Context: an optimization exercise on an open-source flow, tuned for a short achievable clock period and few clock cycles. The choices shown serve that exercise and are no tape-out recipe. Function was checked by simulation only, so behaviour that the tests miss may differ from the original. Power and IR drop assume default switching activity.

==> design.v <==
module core #(
    parameter START_ADDRESS = 0
) (
    input logic clk_i,
    input logic rst_i,
    input  logic        ack_i,
    input  logic [31:0] data_i,
    output logic [31:0] adr_o,
    output logic [31:0] data_o,
    output logic [ 3:0] sel_o,
    output logic        we_o,
    output logic        stb_o,
    input logic external_interrupt,
    input logic timer_interrupt,
    input logic software_interrupt
);
  localparam logic [31:0] START = START_ADDRESS;
  localparam int IW = 6;   
  localparam int N = 1 << IW;
  localparam int TW = 14 - IW;   
  logic [31:2] fpc;   
  logic        fetch_live;   
  logic        ld_ph;   
  logic [31:0] dc_adr;   
  logic        lm;   
  logic        lm_issued;   
  logic        lm_wr;
  logic [ 4:0] lm_rd;
  logic [ 2:0] lm_f3;
  logic [31:0] lm_adr;
  logic [ 1:0] bus_kind;   
  logic [11:0] idle;   
  logic        ir_valid;
  logic [31:0] ir;
  logic [31:2] xpc;
  logic        ir_pred;   
  logic [31:0] a;
  logic [31:0] op2;   
  logic [31:0] imm;
  logic d_lui, d_auipc, d_jal, d_jalr, d_branch, d_load, d_store, d_calci, d_csr, d_mret;
  logic d_sub, d_wr, d_exc;
  logic [3:0] d_cause;
  logic        wb_we;
  logic [ 4:0] wb_rd;
  logic [31:0] wb_d;
  logic [31:0] rf[32];
  logic [31:0] ic_data[N];
  logic [TW-1:0] ic_tag[N];
  logic [N-1:0] ic_valid;
  logic [N-1:0] ic_pred;   
  logic [15:2] ic_ptgt[N];   
  logic [31:0] dc_data[N];
  logic [TW-1:0] dc_tag[N];
  logic [N-1:0] dc_valid;
  logic [31:2] mtvec;
  logic [31:0] mscratch;
  logic [31:2] mepc;
  logic [31:0] mcause;
  logic [31:0] mtval;
  logic mie_meie, mie_mtie, mie_msie;
  logic mstatus_mie, mstatus_mpie;
  logic [4:0] rd;
  logic [2:0] f3;
  logic [6:0] f7;
  assign rd = ir[11:7];
  assign f3 = ir[14:12];
  assign f7 = ir[31:25];
  logic [31:0] pc;
  assign pc = {xpc, 2'b00};
  logic [32:0] diff;   
  assign diff = {1'b0, a} - {1'b0, op2};
  logic lt_u, lt_s, eq;
  assign lt_u = diff[32];
  assign lt_s = (a[31] ^ op2[31]) ? a[31] : diff[32];
  assign eq   = a == op2;
  logic [4:0] shamt;
  assign shamt = op2[4:0];
  logic [31:0] sll_out, srl_out, sra_out;
  assign sll_out = a << shamt;
  assign srl_out = a >> shamt;
  assign sra_out = $signed(a) >>> shamt;
  logic [31:0] alu_out;
  always_comb
    if (d_sub) alu_out = diff[31:0];
    else
      case (f3)
        3'b000:  alu_out = a + op2;
        3'b001:  alu_out = sll_out;
        3'b010:  alu_out = {31'b0, lt_s};
        3'b011:  alu_out = {31'b0, lt_u};
        3'b100:  alu_out = a ^ op2;
        3'b101:  alu_out = f7[5] ? sra_out : srl_out;
        3'b110:  alu_out = a | op2;
        default: alu_out = a & op2;
      endcase
  logic br_cond;
  always_comb
    case (f3)
      3'b000: br_cond = eq;
      3'b001: br_cond = !eq;
      3'b010, 3'b100: br_cond = lt_s;
      3'b011, 3'b110: br_cond = lt_u;
      3'b101: br_cond = !lt_s;
      default: br_cond = !lt_u;
    endcase
  logic [31:0] tgt, ea, pc4;
  assign tgt = pc + imm;
  assign ea  = a + imm;
  assign pc4 = pc + 4;
  logic [1:0] off;
  assign off = ea[1:0];
  logic ld_misaligned, st_misaligned;
  assign ld_misaligned = ((f3 == 3'b001 || f3 == 3'b101) && off == 2'b11) ||
      (f3 == 3'b010 && off != 2'b00);
  assign st_misaligned = (f3[1:0] == 2'b01 && off == 2'b11) || (f3[1:0] == 2'b10 && off != 2'b00);
  logic [3:0] st_sel;
  logic [31:0] st_data;
  always_comb
    case (f3[1:0])
      2'b00: begin
        st_sel  = 4'b0001 << off;
        st_data = {4{op2[7:0]}};
      end
      2'b01: begin
        st_sel  = 4'b0011 << off;
        st_data = (off == 2'b01) ? {op2[7:0], op2[15:0], op2[15:8]} : {op2[15:0], op2[15:0]};
      end
      default: begin
        st_sel  = 4'b1111;
        st_data = op2;
      end
    endcase
  logic [IW-1:0] dc_idx;
  assign dc_idx = dc_adr[IW+1:2];
  logic dc_hit;
  assign dc_hit = dc_valid[dc_idx] && dc_tag[dc_idx] == dc_adr[15:IW+2] && dc_adr[31:16] == 16'b0;
  logic [31:0] ld_word;
  assign ld_word = dc_data[dc_idx];
  logic [31:0] ld_shifted;
  assign ld_shifted = ld_word >> {dc_adr[1:0], 3'b000};
  logic [31:0] ld_data;
  always_comb
    case (f3)
      3'b000:  ld_data = {{24{ld_shifted[7]}}, ld_shifted[7:0]};
      3'b001:  ld_data = {{16{ld_shifted[15]}}, ld_shifted[15:0]};
      3'b100:  ld_data = {24'b0, ld_shifted[7:0]};
      3'b101:  ld_data = {16'b0, ld_shifted[15:0]};
      default: ld_data = ld_word;
    endcase
  logic [31:0] lm_shifted;
  assign lm_shifted = data_i >> {lm_adr[1:0], 3'b000};
  logic [31:0] lm_data;
  always_comb
    case (lm_f3)
      3'b000:  lm_data = {{24{lm_shifted[7]}}, lm_shifted[7:0]};
      3'b001:  lm_data = {{16{lm_shifted[15]}}, lm_shifted[15:0]};
      3'b100:  lm_data = {24'b0, lm_shifted[7:0]};
      3'b101:  lm_data = {16'b0, lm_shifted[15:0]};
      default: lm_data = data_i;
    endcase
  logic [11:0] csr_id;
  assign csr_id = ir[31:20];
  logic [31:0] csr_cur, csr_in, csr_next;
  always_comb
    case (csr_id)
      12'h300: csr_cur = {24'b0, mstatus_mpie, 3'b0, mstatus_mie, 3'b0};
      12'h301: csr_cur = 32'h40000100;
      12'h304: csr_cur = {20'b0, mie_meie, 3'b0, mie_mtie, 3'b0, mie_msie, 3'b0};
      12'h305: csr_cur = {mtvec, 2'b00};
      12'h340: csr_cur = mscratch;
      12'h341: csr_cur = {mepc, 2'b00};
      12'h342: csr_cur = mcause;
      12'h343: csr_cur = mtval;
      default: csr_cur = 32'b0;
    endcase
  assign csr_in = f3[2] ? {27'b0, ir[19:15]} : a;
  always_comb
    case (f3[1:0])
      2'b01:   csr_next = csr_in;
      2'b10:   csr_next = csr_cur | csr_in;
      default: csr_next = csr_cur & ~csr_in;
    endcase
  logic irq;
  assign irq = mstatus_mie && (external_interrupt && mie_meie || timer_interrupt && mie_mtie ||
                               software_interrupt && mie_msie);
  logic [3:0] irq_cause;
  always_comb
    if (external_interrupt && mie_meie) irq_cause = 4'd11;
    else if (software_interrupt && mie_msie) irq_cause = 4'd3;
    else irq_cause = 4'd7;
  logic ld_trap, st_trap, tgt_trap;
  assign ld_trap  = d_load && ld_misaligned;
  assign st_trap  = d_store && st_misaligned;
  assign tgt_trap = (d_jal && imm[1]) || (d_branch && imm[1] && br_cond) || (d_jalr && ea[1]);
  logic xv;   
  assign xv = ir_valid && !lm;
  logic x_trap, x_int;
  assign x_int  = xv && irq;
  assign x_trap = xv && (irq || d_exc || ld_trap || st_trap || tgt_trap);
  logic [3:0] exc_cause;
  always_comb
    if (d_exc) exc_cause = d_cause;
    else if (ld_trap) exc_cause = 4'd4;
    else if (st_trap) exc_cause = 4'd6;
    else exc_cause = 4'd0;
  logic bus_free;
  assign bus_free = !stb_o || ack_i;
  logic ack_fetch, ack_load;
  assign ack_fetch = stb_o && ack_i && bus_kind == 2'd0;
  assign ack_load  = stb_o && ack_i && bus_kind == 2'd1;
  logic x_ld_go, lm_issue, x_st_issue, x_retire, x_redirect;
  logic [31:2] x_target;
  assign x_ld_go = xv && !x_trap && d_load && ld_ph;   
  assign lm_issue = lm && !lm_issued && bus_free;
  assign x_st_issue = xv && !x_trap && d_store && bus_free;
  logic x_wants_bus;   
  assign x_wants_bus = xv && (d_load || d_store) || lm && !lm_issued;
  assign x_retire = xv && (x_trap || !(d_store && !bus_free || d_load && !ld_ph));
  always_comb begin
    x_redirect = 1'b0;
    x_target   = tgt[31:2];
    if (x_trap) begin
      x_redirect = 1'b1;
      x_target   = mtvec;
    end else if (xv) begin
      if (d_jal) begin
        x_redirect = !ir_pred;
        x_target   = tgt[31:2];
      end else if (d_branch) begin
        x_redirect = br_cond ^ ir_pred;
        x_target   = br_cond ? tgt[31:2] : pc4[31:2];
      end else if (d_jalr) begin
        x_redirect = 1'b1;
        x_target   = ea[31:2];
      end else if (d_mret) begin
        x_redirect = 1'b1;
        x_target   = mepc;
      end
    end
  end
  logic x_fwd;   
  assign x_fwd = xv && d_wr && !d_load;
  logic [31:0] rf_wd;
  always_comb
    if (d_lui) rf_wd = imm;
    else if (d_auipc) rf_wd = tgt;
    else if (d_jal || d_jalr) rf_wd = pc4;
    else if (d_csr) rf_wd = csr_cur;
    else rf_wd = alu_out;
  logic rf_we;
  assign rf_we = xv && d_wr && !x_trap && (!d_load || dc_hit);
  always_ff @(posedge clk_i) begin
    wb_rd <= lm ? lm_rd : rd;
    wb_d  <= lm ? lm_data : d_load ? ld_data : rf_wd;
    if (wb_we) rf[wb_rd] <= wb_d;
  end
  logic [IW-1:0] f_idx;
  assign f_idx = fpc[IW+1:2];
  logic f_hit;
  assign f_hit = ic_valid[f_idx] && ic_tag[f_idx] == fpc[15:IW+2] && fpc[31:16] == 16'b0 && !idle[11];
  logic st_block;
  assign st_block = x_st_issue && ea[IW+1:2] == f_idx;
  logic ir_free;
  assign ir_free = !ir_valid || x_retire;
  logic fill_pred;
  logic [31:2] fill_tgt;
  assign fill_pred = (data_i[6:0] == 7'b1101111 || (data_i[6:0] == 7'b1100011 && data_i[31])) &&
      fill_tgt[31:16] == 16'b0;
  assign fill_tgt = adr_o[31:2] + ((data_i[2]) ?
      {{12{data_i[31]}}, data_i[19:12], data_i[20], data_i[30:22]} :
      {{19{data_i[31]}}, data_i[31], data_i[7], data_i[30:25], data_i[11:9]});
  logic f_bypass;   
  assign f_bypass = fetch_live && ack_fetch;
  logic [31:0] w;
  assign w = f_bypass ? data_i : ic_data[f_idx];
  logic [6:0] w_op;
  logic [2:0] w_f3;
  logic [6:0] w_f7;
  logic [4:0] w_rd, w_rs1, w_rs2;
  assign w_op  = w[6:0];
  assign w_rd  = w[11:7];
  assign w_f3  = w[14:12];
  assign w_rs1 = w[19:15];
  assign w_rs2 = w[24:20];
  assign w_f7  = w[31:25];
  logic w_lui, w_auipc, w_jal, w_jalr, w_branch, w_load, w_store, w_calci, w_calcr, w_fence;
  logic w_system;
  assign w_lui    = w_op == 7'b0110111;
  assign w_auipc  = w_op == 7'b0010111;
  assign w_jal    = w_op == 7'b1101111;
  assign w_jalr   = w_op == 7'b1100111;
  assign w_branch = w_op == 7'b1100011;
  assign w_load   = w_op == 7'b0000011;
  assign w_store  = w_op == 7'b0100011;
  assign w_calci  = w_op == 7'b0010011;
  assign w_calcr  = w_op == 7'b0110011;
  assign w_fence  = w_op == 7'b0001111;
  assign w_system = w_op == 7'b1110011;
  logic w_priv, w_mret, w_ecall, w_ebreak, w_csr;
  assign w_priv   = w_system && w_f3[1:0] == 2'b00;   
  assign w_mret   = w == 32'b0011000_00010_00000_000_00000_1110011;
  assign w_ecall  = w == 32'b000000000000_00000_000_00000_1110011;
  assign w_ebreak = w == 32'b000000000001_00000_000_00000_1110011;
  assign w_csr    = w_system && !w_priv;
  logic w_shift_illegal;
  assign w_shift_illegal = (w_f3 == 3'b001 && w_f7 != 7'b0000000) ||
      (w_f3 == 3'b101 && w_f7 != 7'b0000000 && w_f7 != 7'b0100000);
  logic w_illegal;
  assign w_illegal = !(w_lui || w_auipc || w_jal || w_jalr || w_branch || w_load || w_store ||
                       w_calci || w_calcr || w_fence || w_system) ||
      ((w_calci || w_calcr) && w_shift_illegal) || (w_priv && !w_mret && !w_ecall && !w_ebreak);
  logic [3:0] w_cause;
  always_comb
    if (w_illegal) w_cause = 4'd2;
    else if (w_ebreak) w_cause = 4'd3;
    else w_cause = 4'd11;
  logic [31:0] w_imm;
  always_comb
    if (w_lui || w_auipc) w_imm = {w[31:12], 12'b0};
    else if (w_jal) w_imm = {{12{w[31]}}, w[19:12], w[20], w[30:21], 1'b0};
    else if (w_branch) w_imm = {{20{w[31]}}, w[7], w[30:25], w[11:8], 1'b0};
    else if (w_store) w_imm = {{21{w[31]}}, w[30:25], w[11:7]};
    else w_imm = {{21{w[31]}}, w[30:20]};
  logic w_sub;
  assign w_sub = w_calcr && w_f7 == 7'b0100000 &&
      (w_f3 == 3'b000 || w_f3 == 3'b100 || w_f3[2:1] == 2'b11);
  logic w_wr;
  assign w_wr = w_rd != 0 && (w_lui || w_auipc || w_jal || w_jalr || w_calci || w_calcr || w_csr ||
                              w_load);
  logic [31:0] f_a, f_b;
  always_comb begin
    if (w_rs1 == 0) f_a = 32'b0;
    else if (x_fwd && rd == w_rs1) f_a = rf_wd;
    else if (wb_we && wb_rd == w_rs1) f_a = wb_d;
    else f_a = rf[w_rs1];
    if (w_rs2 == 0) f_b = 32'b0;
    else if (x_fwd && rd == w_rs2) f_b = rf_wd;
    else if (wb_we && wb_rd == w_rs2) f_b = wb_d;
    else f_b = rf[w_rs2];
  end
  logic ld_use;
  assign ld_use = xv && d_load && d_wr && (rd == w_rs1 || rd == w_rs2);
  logic f_take_hit, f_take_bus, f_take;
  assign f_take_hit = ir_free && !lm && !ld_use && !x_redirect && !st_block && f_hit;
  assign f_take_bus = ir_free && !lm && !ld_use && !x_redirect && !st_block && f_bypass;
  assign f_take = f_take_hit || f_take_bus;
  logic f_issue;
  assign f_issue = !f_hit && !fetch_live && bus_free && !x_wants_bus;
  always_ff @(posedge clk_i)
    if (rst_i) begin
      fpc <= START[31:2];
      fetch_live <= 1'b0;
      ir_valid <= 1'b0;
      lm <= 1'b0;
      ld_ph <= 1'b0;
      stb_o <= 1'b0;
      idle <= 0;
      ic_valid <= 0;
      dc_valid <= 0;
      wb_we <= 1'b0;
    end else begin
      idle  <= (stb_o && ack_i) ? 12'd0 : idle + {11'd0, !idle[11]};
      wb_we <= lm ? ack_load && lm_wr : rf_we;
      if (stb_o && ack_i) stb_o <= 1'b0;
      if (lm_issue) begin
        stb_o <= 1'b1;
        we_o <= 1'b0;
        adr_o <= lm_adr;
        bus_kind <= 2'd1;
      end else if (x_st_issue) begin
        stb_o <= 1'b1;
        we_o <= 1'b1;
        adr_o <= ea;
        sel_o <= st_sel;
        data_o <= st_data;
        bus_kind <= 2'd2;
      end else if (f_issue) begin
        stb_o <= 1'b1;
        we_o <= 1'b0;
        adr_o <= {fpc, 2'b00};
        bus_kind <= 2'd0;
      end
      if (xv && !x_trap && d_load) ld_ph <= !ld_ph;
      if (x_ld_go && !dc_hit) begin
        lm <= 1'b1;
        lm_issued <= 1'b0;
      end else if (lm) begin
        if (lm_issue) lm_issued <= 1'b1;
        if (ack_load) lm <= 1'b0;
      end
      if (ack_fetch) ic_valid[adr_o[IW+1:2]] <= adr_o[31:16] == 16'b0;
      if (x_st_issue) ic_valid[ea[IW+1:2]] <= 1'b0;
      if (ack_load) dc_valid[adr_o[IW+1:2]] <= adr_o[31:16] == 16'b0;
      if (x_st_issue) dc_valid[ea[IW+1:2]] <= st_sel == 4'b1111 && ea[31:16] == 16'b0;
      if (x_redirect) begin
        fpc <= x_target;
        ir_valid <= 1'b0;
        fetch_live <= 1'b0;
      end else if (f_take_hit && ic_pred[f_idx]) begin
        fpc <= {16'b0, ic_ptgt[f_idx]};
        ir_valid <= 1'b1;
        fetch_live <= 1'b0;
      end else if (f_take) begin
        fpc <= fpc + 1'b1;
        ir_valid <= 1'b1;
        fetch_live <= 1'b0;
      end else begin
        if (ir_free) ir_valid <= 1'b0;
        if (f_issue) fetch_live <= 1'b1;
        else if (ack_fetch) fetch_live <= 1'b0;
      end
    end
  always_ff @(posedge clk_i) begin
    if (ack_load) begin
      dc_data[adr_o[IW+1:2]] <= data_i;
      dc_tag[adr_o[IW+1:2]]  <= adr_o[15:IW+2];
    end else if (x_st_issue) begin
      for (int k = 0; k < 4; k++) if (st_sel[k]) dc_data[ea[IW+1:2]][8*k+:8] <= st_data[8*k+:8];
      dc_tag[ea[IW+1:2]] <= ea[15:IW+2];
    end
    if (xv && d_load && !ld_ph) dc_adr <= ea;
    if (x_ld_go) begin
      lm_wr  <= d_wr;
      lm_rd  <= rd;
      lm_f3  <= f3;
      lm_adr <= dc_adr;
    end
    if (ack_fetch) begin
      ic_data[adr_o[IW+1:2]] <= data_i;
      ic_tag[adr_o[IW+1:2]]  <= adr_o[15:IW+2];
      ic_pred[adr_o[IW+1:2]] <= fill_pred;
      ic_ptgt[adr_o[IW+1:2]] <= fill_tgt[15:2];
    end
    if (f_take) begin
      ir <= w;
      xpc <= fpc;
      ir_pred <= f_take_hit && ic_pred[f_idx];
      a <= f_a;
      op2 <= w_calci ? w_imm : f_b;
      imm <= w_imm;
      d_lui <= w_lui;
      d_auipc <= w_auipc;
      d_jal <= w_jal;
      d_jalr <= w_jalr;
      d_branch <= w_branch;
      d_load <= w_load;
      d_store <= w_store;
      d_calci <= w_calci;
      d_csr <= w_csr;
      d_mret <= w_mret;
      d_sub <= w_sub;
      d_wr <= w_wr;
      d_exc <= w_illegal || w_ecall || w_ebreak;
      d_cause <= w_cause;
    end
  end
  always_ff @(posedge clk_i)
    if (rst_i) begin
      mepc <= 0;
      mtvec <= 0;
      mcause <= 0;
      mie_meie <= 0;
      mie_mtie <= 0;
      mie_msie <= 0;
      mstatus_mie <= 0;
      mstatus_mpie <= 0;
    end else if (x_trap) begin
      mepc <= xpc;
      mstatus_mpie <= mstatus_mie;
      mstatus_mie <= 1'b0;
      mcause <= x_int ? {1'b1, 27'b0, irq_cause} : {28'b0, exc_cause};
      mtval <= (!x_int && (ld_trap || st_trap)) ? ea : 32'b0;
    end else if (xv && d_mret) begin
      mstatus_mie  <= mstatus_mpie;
      mstatus_mpie <= 1'b1;
    end else if (xv && d_csr)
      case (csr_id)
        12'h305: mtvec <= csr_next[31:2];
        12'h340: mscratch <= csr_next;
        12'h341: mepc <= csr_next[31:2];
        12'h342: mcause <= csr_next;
        12'h304: begin
          mie_meie <= csr_next[11];
          mie_mtie <= csr_next[7];
          mie_msie <= csr_next[3];
        end
        12'h300: begin
          mstatus_mie  <= csr_next[3];
          mstatus_mpie <= csr_next[7];
        end
        default: ;
      endcase
endmodule
==> run.sh <==
#!/bin/bash
# synth_recipe.tcl (not shown) runs the flow's synth.tcl, then flattens the netlist and writes it again
# the make line also repeats each setting of config.mk as NAME=value (left out here)
make -C /OpenROAD-flow-scripts/flow DESIGN_CONFIG=/design/flow/config.mk WORK_HOME=/design/flow/orfs CLKGATE_MAP_FILE= SYNTH_SCRIPT=/design/flow/synth_recipe.tcl finish
==> config.mk <==
export PLATFORM = sky130hd
export DESIGN_NAME = core
export DESIGN_NICKNAME = core
export VERILOG_FILES = /design/flow/design.v
export SDC_FILE = /design/flow/constraint.sdc
export NUM_CORES = 4
export LEC_CHECK = 0
export ABC_CLOCK_PERIOD_IN_PS = 3500
export CAP_MARGIN = 20
export CORE_MARGIN = 2
export CORE_UTILIZATION = 40
export SETUP_SLACK_MARGIN = 4.0
export SLEW_MARGIN = 20
==> constraint.sdc <==
create_clock -name core_clock -period 9.0 [get_ports {clk_i}]
set_input_delay 1.8000 -clock core_clock [delete_from_list [all_inputs] [get_ports {clk_i}]]
set_output_delay 1.8000 -clock core_clock [all_outputs]
set_load 0.01 [all_outputs]
==> metrics.md, run 1 <==
| Metric | Value |
|---|---|
| Critical Path Start Type | `flip-flop` |
| Skew final | `72.68 ps` |
| FMAX | `0.1931 GHz` |
| Pin count of the biggest net entering global routing | `117` |
| Syn Nets | `21.23k` |
| Die Wd | `919.3 um` |
| Core area | `0.8362 mm2` |
| Final Hold Viols | `0` |
| Total global routing overflow | `0` |
| Critical Path RT | `10040 ps` |
| Syn Inst Count | `20.99k` |
| Setup tns final | `0 ps` |
| H-tree levels | `6` |
| Unique masters post-synth | `109` |
| CTS max path bufs | `4` |
| Post-layout min period | `5177 ps` |
| Pleak | `0.1271 uW` |
| Crit path largest cell delay | `760 ps` |
| Top delay family on crit path | `compound AO/OA/AOI/OAI gates` |
| Nets@finish | `22.32k` |
| Area delta synth->final | `17.42%` |
| Latest clock arrival within the worst-skew pair | `1200 ps` |
| Layout cells sized above 1 | `0.2489` |
| Outcome | `no timing/DRC/antenna violations` |
| Sequential share of the synthesized area | `0.6892` |
| Adder-cell share of the synthesized area | `0.007841` |
| Mapped Area | `0.3351 mm2` |
| Max IR drop VDD | `0.0002414 V` |
| GP Congestion | `0.9967` |
| HPWL Detailed | `721300 um` |
| Number of synthesized register bits | `7799` |
| 1st-iter DRT viols | `35.28k` |
| GR Layer Usage met2 | `0.4158` |
| CTS tree | `built` |
| CP Max Fanout | `26` |
| Main combinational cell family by area after synthesis | `multiplexers` |
| Pins Over Slew Limit | `0` |
| Vias in the first global route | `204.2k` |
| Most frequent cells in the layout | `7477 x edfxtp_1, 2769 x nand2_1, 1907 x mux4_2` |
| Slowest stage cell, crit path | `o21ai_0` |
| Tot Pwr | `79270 uW` |
| CTS clock-pin slew for the worst setup and hold paths | `60 ps` |
| Synth Area in XOR/XNOR | `0.005645` |
| GRT met1 Usage | `0.3781` |
| Hold_buf cts | `0` |
| Type of the worst min-delay path | `flip-flop to flip-flop` |
| Critical path capture point type | `flip-flop` |
| Commonest non-fill, non-tap cell in the layout | `edfxtp_1` |
| RSZ-0062 raised after global routing | `yes` |
| Rows | `336` |
| CP bufs+invs | `1` |
| Clk root buf | `clkbuf_16` |
| Crit Path Category | `flip-flop to flip-flop` |
| Initial antenna violation count | `81` |
| Number of synthesis warnings | `1` |
| DRC viols | `0` |
| Via count | `216.6k` |
| Global-route wire length before repair | `1664000 um` |
| Met3 Use GR | `0.07324` |
| Drt pass-1 iters | `9` |
| Setup violations, final | `0` |
| Sink Count | `7799` |
| Async SR Flop Fraction | `0` |
| # IOs | `108` |
| CP arrival | `6220 ps` |
| Slew headroom | `0.1097` |
| Final WL | `1224000 um` |
| Die height | `919.3 um` |
| Cells along the critical path | `buf_12 > o21ai_0 > mux2i_1 > o21ai_0 > mux2i_1 > o221ai_1 > o22ai_1 > mux2_2 > nor3_1 > o22a_1 > nor2_1 > o31ai_1` |
| Busiest grt layer | `met2` |
| Die area | `0.8451 mm2` |
| GRT Total Usage | `0.2775` |
| MaxCap Viol Count | `0` |
| Worst Tran Pin Value | `1302 ps` |
| Synth Flop Type | `edfxtp_1` |
| Fin crit share | `0.5753` |
| Power per cell area | `201.5 mW/mm2` |
| Simple-Gate Fraction of Synth Area | `0.07589` |
| Cts bufs inserted | `779` |
| Synth Area in Compound Gates | `0.05557` |
| Vias/cell | `6.379` |
| Routed len/inst | `36.05 um` |
| Mean area per synthesized cell | `15.97 um2` |
| Number of flops mapped to enable cells by yosys | `7477` |
| Multiplexer share of the synthesized area | `0.1445` |
| IO Port Bufs | `107` |
| Starting Density | `0.4008` |
| Routed Antenna Nets | `0` |
## per-stage QoR
step / util / setup slack (ps) / instances / hold slack [ps] / instance area [um2]
finish: 0.4706 / 3823 / 33950 / 445.0 / 393500
global route: 0.4704 / 3863 / 33910 / 468.6 / 393400
CTS: 0.4645 / 3886 / 33680 / 447.7 / 388400
detailed placement: 0.4253 / 923.3 / 31920 / 437.2 / 355600
global placement: 0.4251 / 939.7 / 31920 / 429.5 / 355500
floorplan: - / 2055 / 20990 / 406.4 / 336400
## per-layer routing
metal | share of wire | up-vias
li1 | - | 85430
met1 | 0.37 | 112800
met2 | 0.44 | 15280
met3 | 0.13 | 3060
met4 | 0.061 | 56
met5 | 0.00050 | -
## state kept, by name, indices dropped and copies added, names as in the netlist, 64 cells and up, named ones only
signal / cells
ic_pred: 64
ic_valid: 64
ic_ptgt: 896
ic_tag: 512
dc_data: 2048
dc_tag: 512
dc_valid: 64
ic_data: 2048
rf: 1024
## cell usage after synthesis, drive strengths merged, types with 273 or more instances
library cell  instances  area, um2
nand2              2823      10600
nand3               810       4059
dfxtp               322       6446
and3                273       1708
clkbuf              811       3049
mux2i               409       4110
edfxtp             7477     224500
buf                 585       3054
nor2               1137       4273
a22oi               311       2335
nor3                302       1526
o21ai               502       2512
a21oi               733       3669
mux4               1907      42950
## kinds of logic after synthesis
logic type      Yosys count
buf+inv                1673
compound gates         2826
mux                    2437
simple gates           5829
xor+xnor                216
flops                  7799
fa+ha+maj               207
## worst reg2reg max path: stages (launching register included)
cell and delay (ps):
edfxtp_1 540, buf_12 250, o21ai_0 650, mux2i_1 250, o21ai_0 760, mux2i_1 370, o221ai_1 420, o22ai_1 180
mux2_2 290, nor3_1 190, o22a_1 710, nor2_1 100, o31ai_1 350
## layout make-up
| type | instances | area (um2) |
|---|---|---|
| Fill cell | 70530 | 442700 |
| Multi-Input combinational cell | 11530 | 103000 |
| Timing Repair inverter | 5 | 43.79 |
| Sequential cell | 7799 | 231000 |
| Antenna cell | 67 | 167.7 |
| Clock buffer | 968 | 20380 |
| Timing Repair Buffer | 1686 | 18670 |
| Inverter | 277 | 1206 |
| Clock inverter | 467 | 5019 |
| Tap cell | 11150 | 13960 |
## report_power, final
part / internal (uW) / total [uW] / switching [uW] / leakage [uW]
registers: 40100 / 40200 / 99.0 / 0.0699
clock network: 18300 / 32700 / 14500 / 0.0123
logic: 1920 / 6360 / 4430 / 0.0448
total: 60300 / 79300 / 19000 / 0.127
## final timing paths
| check | cells past startpoint | slack, ps | end | from |
|---|---|---|---|---|
| min reg2reg | 0 | 450 | lm_adr[16]$_DFFE_PP_ | dc_adr[16]$_DFFE_PP_ |
| max | 12 | 3820 | wb_d[12]$_DFF_P_ | op2[0]$_DFFE_PP_ |
| max reg2reg | 12 | 3820 | wb_d[12]$_DFF_P_ | op2[0]$_DFFE_PP_ |
| min | 0 | 450 | lm_adr[16]$_DFFE_PP_ | dc_adr[16]$_DFFE_PP_ |
## timing repair
item / in CTS / in global routing
pin swaps: 90 / 126
resized for setup: 694 / 603
setup buffers: 268 / 175
setup endpoints to repair: 6713 / 5092
cloned: 61 / 26
Testbench counts, summed over its fixed seeds: cycles 523,299.
==> run 2, diff against run 1 <==
--- a/design.v
+++ b/design.v
@@ -211,7 +211,7 @@
   logic x_ld_go, lm_issue, x_st_issue, x_retire, x_redirect;
   logic [31:2] x_target;
-  assign x_ld_go = xv && !x_trap && d_load && ld_ph;   
+  assign x_ld_go = xv && d_load && ld_ph;
   assign lm_issue = lm && !lm_issued && bus_free;
-  assign x_st_issue = xv && !x_trap && d_store && bus_free;
+  assign x_st_issue = xv && d_store && !irq && !st_misaligned && bus_free;
   logic x_wants_bus;   
   assign x_wants_bus = xv && (d_load || d_store) || lm && !lm_issued;
@@ -381,5 +381,5 @@
         bus_kind <= 2'd0;
       end
-      if (xv && !x_trap && d_load) ld_ph <= !ld_ph;
+      if (xv && d_load && (ld_ph || !irq && !ld_misaligned)) ld_ph <= !ld_ph;
       if (x_ld_go && !dc_hit) begin
         lm <= 1'b1;
--- a/config.mk
+++ b/config.mk
@@ -6,8 +6,9 @@
 export NUM_CORES = 4
 export LEC_CHECK = 0
-export ABC_CLOCK_PERIOD_IN_PS = 3500
+export ABC_CLOCK_PERIOD_IN_PS = 3000
 export CAP_MARGIN = 20
 export CORE_MARGIN = 2
 export CORE_UTILIZATION = 40
-export SETUP_SLACK_MARGIN = 4.0
+export SETUP_SLACK_MARGIN = 5.0
 export SLEW_MARGIN = 20
+export TNS_END_PERCENT = 20
==> run 2 against run 1 <==
  * Still clean on timing, DRC and antenna
  * Worst setup slack improved by 3.0 ps
  * Clock skew rose by 9.3 ps
  * Global-route usage rose by 2.9 points
  * Clock-buffer cell count fell by 8
  * Non-clock buffer count rose by 670
  * Clock power barely moved
  * Sequential share of layout area fell by 2.7 points
  * Critical path depth rose by 5
  * Total power rose by 4.8%
==> metrics.md, run 2 <==
| Metric | Value |
|---|---|
| Critical Path RT | `10060 ps` |
| CP arrival | `6230 ps` |
| Syn Nets | `21.44k` |
| Crit path depth | `17` |
| Final WL | `1367000 um` |
| Commonest non-fill, non-tap cell in the layout | `edfxtp_1` |
| Post-Place Setup Slack | `607.3 ps` |
| Crit path largest cell delay | `510 ps` |
| Met2 wire length | `584000 um` |
| Total global routing overflow | `0` |
| Worst Tran Pin Value | `1290 ps` |
| Layout cells sized above 1 | `0.2976` |
| Worst Hold Depth | `0` |
| Cells along the critical path | `buf_12 > buf_6 > buf_16 > mux4_2 > a22o_4 > a31oi_2 > nand4_1 > nand3_4 > and2_4 > buf_12 > xnor2_2 > nor4_4 > buf_4 > or3_4 > nor2_4 > o211ai_1 > o211ai_1` |
| Syn Inst Count | `21.20k` |
| Number of flops mapped to enable cells by yosys | `7477` |
| Worst setup margin | `3826 ps` |
| Cts bufs inserted | `779` |
| Rows | `336` |
| Setup tns final | `0 ps` |
| CTS clock-pin slew for the worst setup and hold paths | `70 ps` |
| Number of synthesis warnings | `1` |
| RSZ-0062 raised after global routing | `yes` |
| HPWL Detailed | `773700 um` |
| Unique masters post-synth | `102` |
| Core area | `0.8362 mm2` |
| Slowest stage cell, crit path | `mux4_2` |
| GRT Total Usage | `0.3064` |
| Type of the worst min-delay path | `flip-flop to flip-flop` |
| Pins Over Slew Limit | `0` |
| Comb pwr share | `0.119` |
| Vias in the first global route | `212.3k` |
| Switching share of total power | `0.2546` |
| Routed Antenna Nets | `0` |
| Die Wd | `919.7 um` |
| Sequential share of the synthesized area | `0.6887` |
| Die height | `919.7 um` |
| Crit Path Category | `flip-flop to flip-flop` |
| DR WL met3 | `183100 um` |
| CP Max Fanout | `6` |
| R2r worst-path depth | `17` |
| MaxCap Viol Count | `0` |
| Fin crit share | `0.5749` |
| Routed len/inst | `39.24 um` |
| Post-layout min period | `5174 ps` |
| Max IR drop VDD | `0.0001997 V` |
| Die area | `0.8458 mm2` |
| Top Metal Used | `met5` |
| Clk root buf | `clkbuf_16` |
| Post-synth top area cell | `edfxtp_1` |
| Nets@finish | `23.19k` |
| Initial antenna violation count | `102` |
| FMAX | `0.1933 GHz` |
| H-tree levels | `6` |
| Critical path capture point type | `flip-flop` |
| Most common cell in the netlist | `edfxtp_1` |
| Slew headroom | `0.1311` |
| Synth Flop Type | `edfxtp_1` |
| Latest clock arrival within the worst-skew pair | `1240 ps` |
| Ranking of synthesized cells by area | `edfxtp_1 67%, mux4_2 12%, nand2_1 3.4%` |
| # IOs | `108` |
| Met1 wire length | `485200 um` |
| Number of synthesized register bits | `7799` |
| Pin count of the biggest net entering global routing | `105` |
| Sink Count | `7799` |
| Via count | `227.5k` |
| Post-synth top area share | `0.6695` |
| 1st-iter DRT viols | `39.09k` |
| Final Hold Viols | `0` |
| Setup violations, final | `0` |
| Seq pwr share | `0.485` |
| Pint | `61910 uW` |
| CP bufs+invs | `5` |
| Pleak | `0.1344 uW` |
| DRC viols | `0` |
| Outcome | `no timing/DRC/antenna violations` |
| Mean area per synthesized cell | `15.82 um2` |
| Starting Density | `0.4011` |
| Clock network power share | `0.396` |
| Skew final | `82.00 ps` |
| Vias/cell | `6.531` |
| Async SR Flop Fraction | `0` |
| Mapped Area | `0.3354 mm2` |
| Area delta synth->final | `23.04%` |
| Hold_buf cts | `0` |
| Tot Pwr | `83060 uW` |
| GP Congestion | `1.004` |
| Drt pass-1 iters | `12` |
| Top cells by count, synth | `7477 x edfxtp_1, 3078 x nand2_1, 1791 x mux4_2` |
| CTS tree | `built` |
| IO Port Bufs | `107` |
| Worst reg-to-reg setup slack | `3830 ps` |
| Top delay family on crit path | `simple AND/OR/NAND/NOR gates` |
| Global-route wire length before repair | `1809000 um` |
| Power per cell area | `201.3 mW/mm2` |
| Most frequent cells in the layout | `7477 x edfxtp_1, 2927 x nand2_1, 1801 x mux4_2` |
| Critical Path Start Type | `flip-flop` |
| Psw | `21150 uW` |
| CTS max path bufs | `4` |
## run 2: power by group through the flow
stage,Combinational [uW],Clock [uW],Sequential [uW]
after floorplan,3800,0,41100
after global placement,6680,0,41100
after detailed placement,6770,0,41100
after CTS,8720,33000,40300
after global routing,9920,34400,40300
final,9850,32900,40300
## run 2: cell type report
| class | count | area [um2] |
|---|---|---|
| diodes | 70 | 175.2 |
| repair inverters | 5 | 43.79 |
| fillers | 68460 | 423500 |
| inverters | 307 | 1563 |
| clock inverters | 486 | 4910 |
| multi-input cells | 11700 | 108700 |
| flip-flops and latches | 7799 | 231000 |
| clock buffers | 960 | 20490 |
| repair buffers | 2356 | 31740 |
| well taps | 11150 | 13960 |
## run 2: worst register-to-register path: cells and delay by family, from the launching register on
family          cells  cell delay [ps]
xor+xnor            1              150
mux                 1              520
buf+inv             5              910
flops               1              430
simple gates        6             2030
compound gates      4             1030
## run 2: stage by stage
stage | cell area [um2] | cells | hold WS, ps | util
6_report | 412700 | 34840 | 462.0 | 0.4935
5_1_grt | 412500 | 34790 | 451.0 | 0.4934
4_1_cts | 401500 | 34280 | 407.1 | 0.4802
3_5_place_dp | 353800 | 31930 | 444.4 | 0.4232
3_3_place_gp | 353500 | 31920 | 432.4 | 0.4228
2_1_floorplan | 335500 | 21200 | 406.4 | -
## run 2: layer usage
layer	vias to the layer above	track usage
met3	4495	0.09219
met2	17890	0.4479
li1	87690	-
met4	60	0.1942
met1	117400	0.4005
met5	-	0.001178
## run 2: cells by family (layout without fill, tap and decap cells)
kind of cell               count (synthesis)  in the layout  synth area share
AOI/OAI and AO/OA                       3077           3080           0.06137
DFF                                     7799           7799            0.6887
xor gates and xnor gates                 220            220          0.005745
and+or+nand+nor                         5827           5835           0.07463
adders and majority gates                207            207          0.007834
muxes                                   2358           2358            0.1400
other                                      0             70                 0
buffers and inverters                   1710           4114           0.02176
## run 2: repair_timing
action	CTS	global route
gates resized for setup	2081	1286
pin swaps	437	449
endpoints found under the setup margin	9834	7383
gates cloned	212	84
setup buffers	693	397
## run 2: final timing paths
path                             start                    to
setup / recovery             flip-flop   a[16]$_SDFFCE_PN0P_
hold / removal    dc_adr[18]$_DFFE_PP_  lm_adr[18]$_DFFE_PP_
setup reg to reg             flip-flop   a[16]$_SDFFCE_PN0P_
hold reg to reg   dc_adr[18]$_DFFE_PP_  lm_adr[18]$_DFFE_PP_
Testbench counts of run 2, summed over its fixed seeds: cycles 523,299.
==> run 3, diff against run 2 <==
--- a/design.v
+++ b/design.v
@@ -31,4 +31,8 @@
   logic [ 1:0] bus_kind;   
   logic [11:0] idle;   
+  logic        f2_valid;
+  logic [31:0] f2_w;
+  logic [31:2] f2_pc;
+  logic        f2_pred;
   logic        ir_valid;
   logic [31:0] ir;
@@ -236,4 +240,7 @@
         x_redirect = 1'b1;
         x_target   = mepc;
+      end else if (d_store) begin
+        x_redirect = x_st_issue && st_hazard;
+        x_target   = pc4[31:2];
       end
     end
@@ -259,6 +266,6 @@
   logic f_hit;
   assign f_hit = ic_valid[f_idx] && ic_tag[f_idx] == fpc[15:IW+2] && fpc[31:16] == 16'b0 && !idle[11];
-  logic st_block;
-  assign st_block = x_st_issue && ea[IW+1:2] == f_idx;
+  logic st_hazard;
+  assign st_hazard = ea[IW+1:2] == f_idx || f2_valid && ea[IW+1:2] == f2_pc[IW+1:2];
   logic ir_free;
   assign ir_free = !ir_valid || x_retire;
@@ -272,6 +279,8 @@
   logic f_bypass;   
   assign f_bypass = fetch_live && ack_fetch;
+  logic [31:0] w1;
+  assign w1 = f_bypass ? data_i : ic_data[f_idx];
   logic [31:0] w;
-  assign w = f_bypass ? data_i : ic_data[f_idx];
+  assign w = f2_w;
   logic [6:0] w_op;
   logic [2:0] w_f3;
@@ -341,8 +350,11 @@
   logic ld_use;
   assign ld_use = xv && d_load && d_wr && (rd == w_rs1 || rd == w_rs2);
-  logic f_take_hit, f_take_bus, f_take;
-  assign f_take_hit = ir_free && !lm && !ld_use && !x_redirect && !st_block && f_hit;
-  assign f_take_bus = ir_free && !lm && !ld_use && !x_redirect && !st_block && f_bypass;
-  assign f_take = f_take_hit || f_take_bus;
+  logic x_stall, ir_en;
+  assign x_stall = lm || d_store && !bus_free || d_load && !ld_ph;
+  assign ir_en = !ir_valid || !x_stall;
+  logic f2_take, f2_free, f1_fire;
+  assign f2_take = f2_valid && ir_free && !lm && !ld_use && !x_redirect;
+  assign f2_free = !f2_valid || f2_take;
+  assign f1_fire = (f_hit || f_bypass) && f2_free && !x_redirect;
   logic f_issue;
   assign f_issue = !f_hit && !fetch_live && bus_free && !x_wants_bus;
@@ -352,4 +364,5 @@
       fetch_live <= 1'b0;
       ir_valid <= 1'b0;
+      f2_valid <= 1'b0;
       lm <= 1'b0;
       ld_ph <= 1'b0;
@@ -395,19 +408,15 @@
       if (x_redirect) begin
         fpc <= x_target;
-        ir_valid <= 1'b0;
         fetch_live <= 1'b0;
-      end else if (f_take_hit && ic_pred[f_idx]) begin
-        fpc <= {16'b0, ic_ptgt[f_idx]};
-        ir_valid <= 1'b1;
+      end else if (f1_fire) begin
+        fpc <= (!f_bypass && ic_pred[f_idx]) ? {16'b0, ic_ptgt[f_idx]} : fpc + 1'b1;
         fetch_live <= 1'b0;
-      end else if (f_take) begin
-        fpc <= fpc + 1'b1;
-        ir_valid <= 1'b1;
-        fetch_live <= 1'b0;
-      end else begin
-        if (ir_free) ir_valid <= 1'b0;
-        if (f_issue) fetch_live <= 1'b1;
-        else if (ack_fetch) fetch_live <= 1'b0;
-      end
+      end else if (f_issue) fetch_live <= 1'b1;
+      else if (ack_fetch) fetch_live <= 1'b0;
+      if (x_redirect) f2_valid <= 1'b0;
+      else if (f2_free) f2_valid <= f1_fire;
+      if (x_redirect) ir_valid <= 1'b0;
+      else if (f2_take) ir_valid <= 1'b1;
+      else if (ir_free) ir_valid <= 1'b0;
     end
   always_ff @(posedge clk_i) begin
@@ -432,8 +441,13 @@
       ic_ptgt[adr_o[IW+1:2]] <= fill_tgt[15:2];
     end
-    if (f_take) begin
+    if (f2_free) begin
+      f2_w <= w1;
+      f2_pc <= fpc;
+      f2_pred <= !f_bypass && ic_pred[f_idx];
+    end
+    if (ir_en) begin
       ir <= w;
-      xpc <= fpc;
-      ir_pred <= f_take_hit && ic_pred[f_idx];
+      xpc <= f2_pc;
+      ir_pred <= f2_pred;
       a <= f_a;
       op2 <= w_calci ? w_imm : f_b;
==> run 3 against run 2 <==
  * Synthesized area shrank 0.19%
  * Register-to-register slack better by 350 ps
  * Global-route usage shrank 4.0 points
  * Still clean on timing, DRC and antenna
  * Maximum frequency is 7.0% higher
  * Core utilization shrank 1.3 points
  * Hold slack got worse by 43 ps
==> metrics.md, run 3 <==
| Metric | Value |
|---|---|
| Commonest non-fill, non-tap cell in the layout | `edfxtp_1` |
| Crit path largest cell delay | `580 ps` |
| Met3 Use GR | `0.06440` |
| Register area | `0.2332 mm2` |
| Async SR Flop Fraction | `0` |
| Latest clock arrival within the worst-skew pair | `1240 ps` |
| GP Congestion | `1.009` |
| Final Hold Viols | `0` |
| CP bufs+invs | `4` |
| HPWL Detailed | `708700 um` |
| Main combinational cell family by area after synthesis | `multiplexers` |
| Die Wd | `918.8 um` |
| Routed Antenna Nets | `0` |
| Nets@finish | `19.65k` |
| Number of synthesized register bits | `7873` |
| CP Launch Point | `data_i[13]` |
| Via count | `199.6k` |
| Synth Flop Type | `edfxtp_1` |
| Critical Path RT | `10020 ps` |
| MaxCap Viol Count | `0` |
| Total global routing overflow | `0` |
| Clk root buf | `clkbuf_16` |
| Global-route wire length before repair | `1584000 um` |
| Post-layout min period | `4838 ps` |
| Top delay family on crit path | `simple AND/OR/NAND/NOR gates` |
| Die area | `0.8442 mm2` |
| Final WL | `1193000 um` |
| Multi-input logic area | `0.1064 mm2` |
| Pins Over Slew Limit | `0` |
| Number of synthesis warnings | `1` |
| # IOs | `108` |
| FILL cells | `68.67k` |
| Vias/cell | `6.385` |
| Most frequent cells in the layout | `7540 x edfxtp_1, 2681 x mux4_2, 1128 x buf_4` |
| Sink Count | `7873` |
| DRC viols | `0` |
| Cts bufs inserted | `785` |
| Slew headroom | `0.1236` |
| H-tree levels | `6` |
| Synth Area in XOR/XNOR | `0.005872` |
| CTS max path bufs | `4` |
| Top cells by count, synth | `7540 x edfxtp_1, 2681 x mux4_2, 1138 x nor2_1` |
| Post-synth top area share | `0.6764` |
| DP Area | `0.3526 mm2` |
| Worst setup margin | `4162 ps` |
| Critical Path Start Type | `primary input` |
| Post-synth top area cell | `edfxtp_1` |
| Rows | `336` |
| Worst Tran Pin Value | `1311 ps` |
| Critical path capture point type | `flip-flop` |
| GRT met1 Usage | `0.3722` |
| CTS tree | `built` |
| FMAX | `0.2067 GHz` |
| Vias in the first global route | `188.7k` |
| Max IR drop VDD | `0.0003152 V` |
| Slowest stage cell, crit path | `buf_2` |
| Setup violations, final | `0` |
| Cells along the critical path | `buf_2 > nand2_1 > nand2_1 > ha_1 > nand4_1 > or4_4 > a211o_4 > a21oi_4 > buf_6 > a31oi_1 > a21boi_1 > o22ai_2 > nor4b_4 > buf_6 > nand4_1 > buf_6 > o21ai_0` |
| Pleak | `0.1270 uW` |
| CTS clock-pin slew for the worst setup and hold paths | `60 ps` |
| Area delta synth->final | `20.02%` |
| Sequential share of the synthesized area | `0.6963` |
| Die height | `918.8 um` |
| Ranking of synthesized cells by area | `edfxtp_1 68%, mux4_2 18%, dfxtp_1 2.0%` |
| Hold Path Origin | `f2_pc[23]$_DFFE_PN_` |
| CP Max Fanout | `10` |
| Routed len/inst | `38.15 um` |
| Skew final | `106.4 ps` |
| Starting Density | `0.4005` |
| Unique masters post-synth | `105` |
| GRT Total Usage | `0.2667` |
| Busiest grt layer | `met2` |
| Multiplexer share of the synthesized area | `0.1921` |
| Hold_buf cts | `0` |
| Fin crit share | `0.5375` |
| Crit Path Category | `primary input to flip-flop` |
| RSZ-0062 raised after global routing | `yes` |
| Core area | `0.8358 mm2` |
| Number of flops mapped to enable cells by yosys | `7540` |
| GR Layer Usage met2 | `0.3953` |
| Layout cells sized above 1 | `0.3608` |
| Mapped Area | `0.3347 mm2` |
| Initial antenna violation count | `73` |
| Most common cell in the netlist | `edfxtp_1` |
| Most common cell on crit path | `buf_6` |
| Pin count of the biggest net entering global routing | `138` |
| IO Port Bufs | `107` |
| Outcome | `no timing/DRC/antenna violations` |
| CP arrival | `5850 ps` |
| Final instance area | `0.4018 mm2` |
| Syn Inst Count | `17.87k` |
| 1st-iter DRT viols | `31.12k` |
| Worst flop-to-flop path startpoint | `a[3]$_SDFFCE_PN0P_` |
| Synth Area in Compound Gates | `0.04153` |
| Type of the worst min-delay path | `flip-flop to flip-flop` |
| Drt pass-1 iters | `9` |
| Adder-cell share of the synthesized area | `0.007849` |
| Power per cell area | `207.6 mW/mm2` |
| Setup tns final | `0 ps` |
| Simple-Gate Fraction of Synth Area | `0.04017` |
| Mean area per synthesized cell | `18.73 um2` |
| Syn Nets | `18.12k` |
| Post-Place Setup Slack | `723.3 ps` |
## run 3: cell count changes in the layout (fill, tap and decap cells not counted), moves of 102 or more
cell	previous run	this run
mux2i_1	422	217
mux4_2	1801	2681
a31oi_1	138	36
and3_1	335	50
a21oi_1	609	408
nand2_1	2927	835
buf_16	226	76
nand3_1	539	98
a311oi_1	184	27
buf_12	374	262
## run 3: logic make-up (layout without fill, tap and decap cells)
group / count (synthesis) / count (layout)
fa+ha+maj: 207 / 207
buf+inv: 1355 / 3508
mux: 3057 / 3057
xor+xnor: 222 / 222
other cells: 0 / 45
compound gates: 2105 / 2109
simple gates: 3054 / 3086
flops: 7873 / 7873
## run 3: worst register-to-register path: stages (launching register included)
cell,delay [ps]
edfxtp_1,470
buf_6,200
ha_4,310
nand2_2,50
or3b_4,380
a31o_4,260
a2111oi_4,560
or2_4,270
o211a_1,200
buf_8,170
clkinvlp_4,180
a31oi_4,250
nand4_1,150
nor4_2,240
nand4_1,140
buf_6,160
buf_12,140
or3_4,430
o22ai_1,210
## run 3: through the flow
stage               cells    util  hold WS [ps]  total power [uW]
floorplan           17870       -         400.3             45630
finish              31260  0.4807         419.1             83410
global route        31220  0.4806         427.6             85230
CTS                 30660  0.4668         418.8             82430
global placement    28600  0.4216         402.8             49080
detailed placement  28610  0.4219         404.5             49110
## run 3: layout make-up
class | instances | share of cell area
diodes | 45 | 0.0002803
well taps | 11150 | 0.03474
repair buffers | 1860 | 0.05337
clock inverters | 477 | 0.01246
clock buffers | 969 | 0.05152
flip-flops and latches | 7873 | 0.5804
inverters | 202 | 0.002277
multi-input cells | 8681 | 0.2649
## run 3: report_power, final
group	internal [uW]	switching (uW)
sequential	40900	545
combinational	2940	5900
clock	18600	14500
## run 3: worst paths after layout
kind | end | slack (ps) | cells past startpoint
min | xpc[23]$_DFFE_PP_ | 420 | 0
max | ic_pred[46]$_DFFE_PP_ | 4160 | 17
min reg2reg | xpc[23]$_DFFE_PP_ | 420 | 0
max reg2reg | dc_valid[6]$_SDFF_PP0_ | 4180 | 18
## run 3: routing by layer
layer  routed length [um]  vias to the layer above  part of all wire
li1                     -                    77240                 -
met1               452900                   106200              0.38
met2               526100                    13470              0.44
met3               140100                     2671              0.12
met4                73140                       46             0.061
met5                  507                        -           0.00043
## run 3: repair_timing
item	CTS	global route
gates resized for setup	1204	1317
pin swaps	327	416
buffers inserted	549	450
gates cloned	56	100
endpoints found under the setup margin	9831	8735
Testbench counts of run 3, summed over its fixed seeds: cycles 539,886.

-- port drivers added, routing unchanged --
No port has a modelled driver above. Below, the same layouts with a new extraction and two added sets of constraints. Step 1, drivers: a clkbuf_16 drives clk_i and a buf_2 each remaining input, both assumed. Step 2 times the ports against the registers' clock, not the clock port: input delays grow and output delays shrink by t, the midpoint of the rising clock arrivals with the driver on. Slacks: ideal ports / drivers / drivers and shift; pairs: ideal ports / drivers.
| run | t, ns | setup WS [ns] | worst setup path at the end |
|---|---|---|---|
| run 1 | 1.305 | 3.823 / 3.823 / 2.618 | input to register |
| run 2 | 1.350 | 3.826 / 3.826 / 2.518 | input to register |
| run 3 | 1.328 | 4.162 / 4.022 / 2.695 | input to register |
After both steps setup and hold are still met in every run listed. The setup slack of run 3, which loses most, moves by -0.140 ns with the drivers and by -1.467 ns with both steps.
